Source: an optimization exercise on an open RTL-to-GDS flow (aim: small area and a short achievable clock period). Production flows keep margins and buffers that such runs may drop.
Function was checked by simulation only, so behaviour that the tests miss may differ from the original.
No activity file was given, so power comes from the tool's default toggle rates.

Design sata_link, start of the top module:
module sata_link(
   trn_rsof_n, trn_reof_n, trn_rd, trn_rsrc_rdy_n,
   trn_tdst_rdy_n, trn_tdst_dsc_n, trn_csof_n, trn_ceof_n, trn_cd,
   trn_csrc_rdy_n, trn_csrc_dsc_n, txdata, txdatak,
   phyclk, host_rst, trn_rdst_rdy_n, trn_rdst_dsc_n, trn_tsof_n,
   trn_teof_n, trn_td, trn_tsrc_rdy_n, trn_tsrc_dsc_n, trn_cdst_rdy_n,
   trn_cdst_dsc_n, txdatak_pop, rxdata, rxdatak, linkup
   );
localparam [31:0]
  P_ALIGN              = 32'h7B4A_4ABC,
  P_CONT               = 32'h9999_AA7C,
  P_DMAT               = 32'h3636_B57C,
  P_EOF                = 32'hD5D5_B57C,
  P_HOLD               = 32'hD5D5_AA7C,
  P_HOLDA              = 32'h9595_AA7C,
  P_PMNAK              = 32'hF5F5_957C,
  P_PMREQ_P            = 32'h1717_B57C,
  P_PMREQ_S            = 32'h7575_957C,
  P_R_ERR              = 32'h5656_B57C,
  P_R_IP               = 32'h5555_B57C,
  P_R_OK               = 32'h3535_B57C,
  P_R_RDY              = 32'h4A4A_957C,
  P_SOF                = 32'h3737_B57C,
  P_SYNC               = 32'hB5B5_957C,
  P_WTRM               = 32'h5858_B57C,
  P_X_RDY              = 32'h5757_B57C;
localparam [3:0]
  C_R_OK  = 4'h1,
  C_R_ERR = 4'h2,
  C_SYNC  = 4'h3,
  C_GOOD  = 4'h4,
  C_BAD   = 4'h5,
  C_SRCV  = 4'h6;
localparam [3:0]
  K_OTHER   = 4'd0,
  K_X_RDY   = 4'd1,
  K_PMREQ_P = 4'd2,
  K_PMREQ_S = 4'd3,
  K_SYNC    = 4'd4,
  K_R_RDY   = 4'd5,
  K_HOLD    = 4'd6,
  K_R_OK    = 4'd7,
  K_R_ERR   = 4'd8,
  K_SOF     = 4'd9,
  K_HOLDA   = 4'd10,
  K_EOF     = 4'd11,
  ...
clock: 6.5 ns
lec_check: 0
cap_margin: 20
core_margin: 2
core_utilization: 65
cts_cluster_diameter: 100
cts_cluster_size: 25
place_density: 0.75
setup_slack_margin: 3.6
slew_margin: 20
tns_end_percent: 10
standard.sh (not shown) runs the stock make flow with config.mk's settings and CLKGATE_MAP_FILE= SYNTH_SCRIPT=/design/flow/synth_recipe.tcl, a recipe that flattens the netlist after the stock synthesis.
==> flow/flow/run.sh <==
#!/bin/bash
# Layout flow: the standard ORFS flow (standard.sh: unchanged synthesis,
# floorplan, power grid, placement, CTS and routing) with three extra ORFS
# settings:
#  - port buffers are sky130_fd_sc_hd__buf_2 instead of the delay cell
#    buffer_ports picks by default (BUFFER_PORTS_ARGS);
#  - the resizer may change a cell's footprint (MATCH_CELL_FOOTPRINT=0), so
#    port buffers and gates on critical paths can be sized freely;
#  - CTS clusters up to 25 sinks within 100 um and adds no dummy loads
#    (CTS_ARGS; the other arguments are the ones cts.tcl uses by default).
# The full output of the run goes to standard.log in the work folder.
set -euo pipefail
bash standard.sh \
  "BUFFER_PORTS_ARGS=-buffer_cell sky130_fd_sc_hd__buf_2" \
  MATCH_CELL_FOOTPRINT=0 \
  "CTS_ARGS=-sink_clustering_enable -repair_clock_nets -sink_clustering_size 25 -sink_clustering_max_diameter 100 -dont_use_dummy_load" \
  finish > standard.log 2>&1
Next try:
Settings changed: CORE_UTILIZATION 65 to 55, PLACE_DENSITY 0.75 to 0.65, TNS_END_PERCENT 10 to 30.
What happened: The new run produced a clean layout; sequential share of layout area decreases by 0.53 points; global-route usage fell by 4.2 points; register-to-register slack stays flat; area after synthesis is unchanged; via count went down by 1.9%; design area went up by 0.87%; non-clock buffer count is higher by 25; wire length goes up by 2.7%.
Next try:
Settings changed: TNS_END_PERCENT 30 to 10.
- The new run finished clean
- synthesized cell count stays the same
- maximum frequency came out lower by 1.3%
- die area does not change
- sequential power barely changes
- wire length barely changes
- count of clock-buffer cells in the layout is unchanged
- combinational power shrinks by about 0.5%
- via count barely changes
- power stays flat
- utilization hardly moves
- cell area stays flat
Next try:
Settings changed: SETUP_SLACK_MARGIN 3.6 to 3.8, TNS_END_PERCENT 10 to 30.
Result:
- The changed run passed the timing, design-rule and antenna checks
- design area goes up by 1.5%
- via count goes up by 0.72%
- worst setup slack gets worse by 0.0032 ns
- total power goes up by 1.0%
- register-to-register slack hardly moves
- fmax barely changes
- critical path depth goes up by 1
- routed wire length goes up by 0.79%
- cell count goes up by 0.52%
- clock skew barely changes

==> what the ideal ports hide <==
In the flow no input, the clock included, has a driving cell. The finished layouts below were timed again as built, in two steps.
Step 1, drivers: a clkbuf_16 drives phyclk and a buf_2 each remaining input, both assumed.
Step 2 also shifts input and output timing later by t, the mid clock arrival at the registers, as if the neighbouring blocks saw the same clock.
Three values: no drivers, after step 1, after step 2; two values: the first two.
run | shift t [ns] | setup slack, ns | clock arrival spread, ns | worst slew at a driven data input, ns
the first run | 0.730 | 3.430 / 3.455 / 2.725 | 0.105 / 0.105 | 0.08
the second run | 0.732 | 3.494 / 3.486 / 2.758 | 0.083 / 0.083 | 0.13
the third run | 0.732 | 3.453 / 3.437 / 2.706 | 0.081 / 0.081 | 0.13
the fourth run | 0.736 | 3.450 / 3.450 / 2.825 | 0.083 / 0.083 | 0.12
After both steps every run listed still meets setup and hold. The setup slack of the third run, which loses most, moves by -0.016 ns with the drivers and by -0.747 ns with both steps.
